From an optimization exercise on the open Yosys and OpenROAD flow, aimed at small area; shortcuts taken in it are not production practice.
In this exercise RTL edits were held to simulation tests only and were not proved equivalent to the original.
Power figures rest on the tool's default switching activity, not on a simulated workload.

Design layer_ctrl_top, start of the top module:
module layer_ctrl_top (
	input		CLK,
	input		RESETn,
	output		[32-1:0] TX_ADDR,
	output		[32-1:0] TX_DATA,
	output		TX_PEND,
	output		TX_REQ,
	input		TX_ACK,
	output		TX_PRIORITY,
	input		[32-1:0] RX_ADDR,
	input		[32-1:0] RX_DATA,
	input		RX_PEND,
	input		RX_REQ,
	output		RX_ACK,
	input		RX_BROADCAST,
	input		RX_FAIL,
	input		TX_FAIL,
	input		TX_SUCC,
	output		TX_RESP_ACK,
	output		MEM_REQ_OUT,
	output		MEM_WRITE,
	input		MEM_ACK_IN,
	output		MEM_PEND,
	output		[31:0] MEM_WR_DATA,
	input		[31:0] MEM_RD_DATA,
	output		[29:0] MEM_ADDR,
	input		[4-1:0] PREFIX_ADDR_IN,
	input		[12:0] INT_VECTOR,
	output		[12:0] CLR_INT,
	input		[24*64-1:0] REG_RD_DATA,
	output		[23:0] REG_WR_DATA,
	output		[63:0] REG_WR_EN
);
wire	[4*13-1:0] int_func_id;
wire	[(32*3)*13-1:0] int_payload;
wire	[2*13-1:0] int_cmd_len;
int_action_rom #(.LC_INT_DEPTH(13)) ir0 (
	.int_func_id(int_func_id),
	.int_payload(int_payload),
	.int_cmd_len(int_cmd_len)
);
layer_ctrl_v3 #(
	.LC_INT_DEPTH(13),
	.LC_MEM_STREAM_CHANNELS(2),
	.LC_MEM_ADDR_WIDTH(32),
	.LC_MEM_DATA_WIDTH(32),
	.LC_RF_DEPTH(64)
) lc0 (
	.CLK(CLK),
	.RESETn(RESETn),
	.TX_ADDR(TX_ADDR),
	.TX_DATA(TX_DATA),
	.TX_PEND(TX_PEND),
	.TX_REQ(TX_REQ),
	.TX_ACK(TX_ACK),
	.TX_PRIORITY(TX_PRIORITY),
	.RX_ADDR(RX_ADDR),
	.RX_DATA(RX_DATA),
	.RX_PEND(RX_PEND),
	.RX_REQ(RX_REQ),
	.RX_ACK(RX_ACK),
  ...
clock: 10.0 ns
lec_check: 0
cap_margin: 20
core_area: 6 6 434 434
cts_cluster_diameter: 150
cts_cluster_size: 25
die_area: 0 0 440 440
place_density: 0.35
slew_margin: 20
standard.sh (not shown) runs the stock make flow with config.mk's settings and CLKGATE_MAP_FILE= SYNTH_SCRIPT=/design/flow/synth_recipe.tcl, a recipe that flattens the netlist after the stock synthesis.
==> flow/flow/run.sh <==
#!/bin/bash
# Layout flow: the standard flow (standard.sh) with
#  - an area-oriented ABC script for the combinational logic in synthesis
#    (flip-flops are mapped before ABC runs, so registers are unchanged),
#  - the smallest buffer cell (buf_1) for the port buffers,
#  - extra settings below.
# Each step's full output is in the ORFS logs; this script's own output
# goes to flow.log.
set -e
HERE=$(pwd)
# ORFS scripts with the ABC script replaced (all other scripts unchanged)
mkdir -p "$HERE/scripts"
for f in "$FLOW_HOME"/scripts/*; do ln -sf "$f" "$HERE/scripts/"; done
rm -f "$HERE/scripts/abc_speed.script"
cp "$HERE/flow/abc_area.script" "$HERE/scripts/abc_speed.script"
export SCRIPTS_DIR="$HERE/scripts"
export BUFFER_PORTS_ARGS="-buffer_cell sky130_fd_sc_hd__buf_1"
if [ -f "$HERE/flow/extra.sh" ]; then source "$HERE/flow/extra.sh"; fi
bash standard.sh > flow.log 2>&1
==> flow/flow/abc_area.script <==
strash
dc2
resub -K 8
rewrite -z
resub -K 10 -N 2
refactor -z
dc2
resub -K 12
rewrite -z
resub -K 12 -N 2
dc2
&get -n
&st
&dch -f
&nf -a
&st
&syn2
&dch -f
&nf -a
&st
&dch -f
&nf -a
&put
topo
==> flow/flow/extra.sh <==
# IO pins also on met4 on the top and bottom edges, so that a smaller die
# holds them at the default pin spacing
export IO_PLACER_V="met2 met4"
Change:
--- a/flow/flow/extra.sh
+++ b/flow/flow/extra.sh
@@ -3 +3,3 @@
 export IO_PLACER_V="met2 met4"
+# Downsize gates off the critical paths after global routing
+export RECOVER_POWER=100
The new run finished with max-capacitance violations, max-slew violations left.
Wire length stays flat.
Total power is about the same.
Sequential share of layout area hardly moves.
Final cell count hardly moves.

Setup of job 101:
layer_ctrl_top, a different RTL version from the one above (not shown whole).
For scale: ~2700 cells after synthesis, about 200 flip-flops, ~0.023 mm^2 of cells after synthesis.
Settings: LEC_CHECK=0, CAP_MARGIN=20, CORE_AREA=6 6 434 434, CTS_CLUSTER_DIAMETER=150, CTS_CLUSTER_SIZE=25, DIE_AREA=0 0 440 440, PLACE_DENSITY=0.35, SLEW_MARGIN=20; clock period 10.0 ns.
==> flow/flow/abc_area.script <==
strash
dc2
resub -K 8
rewrite -z
resub -K 10 -N 2
refactor -z
dc2
resub -K 12
&get -n
&st
&dch -f
&nf -a
&st
&syn2
&dch -f
&nf -a
&put
topo
==> flow/flow/extra.sh <==
# IO pins also on met4 on the top and bottom edges, so that a smaller die
# holds them at the default pin spacing
export IO_PLACER_V="met2 met4"
# Pin groups for the register file inputs (see pins.tcl)
export PRE_IO_PLACEMENT_TCL="$HERE/flow/pins.tcl"
==> flow/flow/pins.tcl <==
# Keep the 24 input bits of each register file register together, in bit
# order, so that the read multiplexer's select line for that register stays
# local.
for {set r 0} {$r < 64} {incr r} {
  set pins {}
  for {set b 0} {$b < 24} {incr b} {
    lappend pins [get_ports "REG_RD_DATA\[[expr {$r * 24 + $b}]\]"]
  }
  set_io_pin_constraint -group -order -pin_names $pins
}
Scripts as last shown in full above: flow/flow/run.sh
Job 101 had finished all stages when the layout checks came back failing, citing max-slew violations.
Changes in job 102 relative to job 101:
==> flow/flow/extra.sh <==
# IO pins also on met4 on the top and bottom edges, so that a smaller die
# holds them at the default pin spacing
export IO_PLACER_V="met2 met4"
removed: flow/flow/pins.tcl
Results
For number of fill cells in the layout, job 101 and job 102 come out practically identical. Compare job 101 and job 102 | power after layout higher: job 101. Going from job 101 to job 102, worst hold slack shrinks by 5.3 ps. The power spent charging and discharging nets in job 101 is 1.4 times that in job 102. Job 102 ended up with fewer standard cells than job 101. As of job 102, HPWL after detailed placement had fallen by more than 10% compared to job 101. Status for job 101 and job 102: clean finish in job 102 only. Post-route met1 wirelength: job 102 lower than job 101. Job 102 has peak supply drop above what job 101 had. Job 102 vs job 101, worst setup slack went up by 97 ps. | sequential share of layout area | job 102 vs job 101 | ≈ equal |. Job 102 — number of placed cells counting well taps 0.64% lower, job 101 as reference.

-- port drivers added, routing unchanged --
The results above use ideal ports. As a check the final layouts listed here were re-extracted and re-timed, cells and wires unchanged. Step 1 (the two cells are an assumption about what drives the block):
set clk [get_ports {CLK}]
set_driving_cell -lib_cell sky130_fd_sc_hd__clkbuf_16 $clk
set_driving_cell -lib_cell sky130_fd_sc_hd__buf_2 [delete_from_list [all_inputs] $clk]
Step 2, shift: input delay + t, output delay - t, t = (earliest + latest rising clock arrival at the registers) / 2. This alone moves slack from input paths to output paths. Three values: ideal ports, drivers, drivers and shift; two values: the first two.
run | t (ns) | slack for setup (ns) | hold WS [ns] | latest minus earliest clock arrival (ns) | worst register clock-pin slew, ns
the first run of note 1 | 0.652 | 1.654 / 1.700 / 1.048 | 0.355 / 0.355 / 0.355 | 0.044 / 0.044 | 0.12 / 0.12
the second run of note 1 | 0.653 | 0.796 / 0.844 / 0.190 | 0.355 / 0.355 / 0.355 | 0.045 / 0.045 | 0.12 / 0.12
job 101 | 0.673 | 1.855 / 1.923 / 1.250 | 0.356 / 0.356 / 0.356 | 0.025 / 0.026 | 0.10 / 0.10
job 102 | 0.665 | 1.952 / 2.022 / 1.357 | 0.351 / 0.351 / 0.351 | 0.017 / 0.018 | 0.10 / 0.10
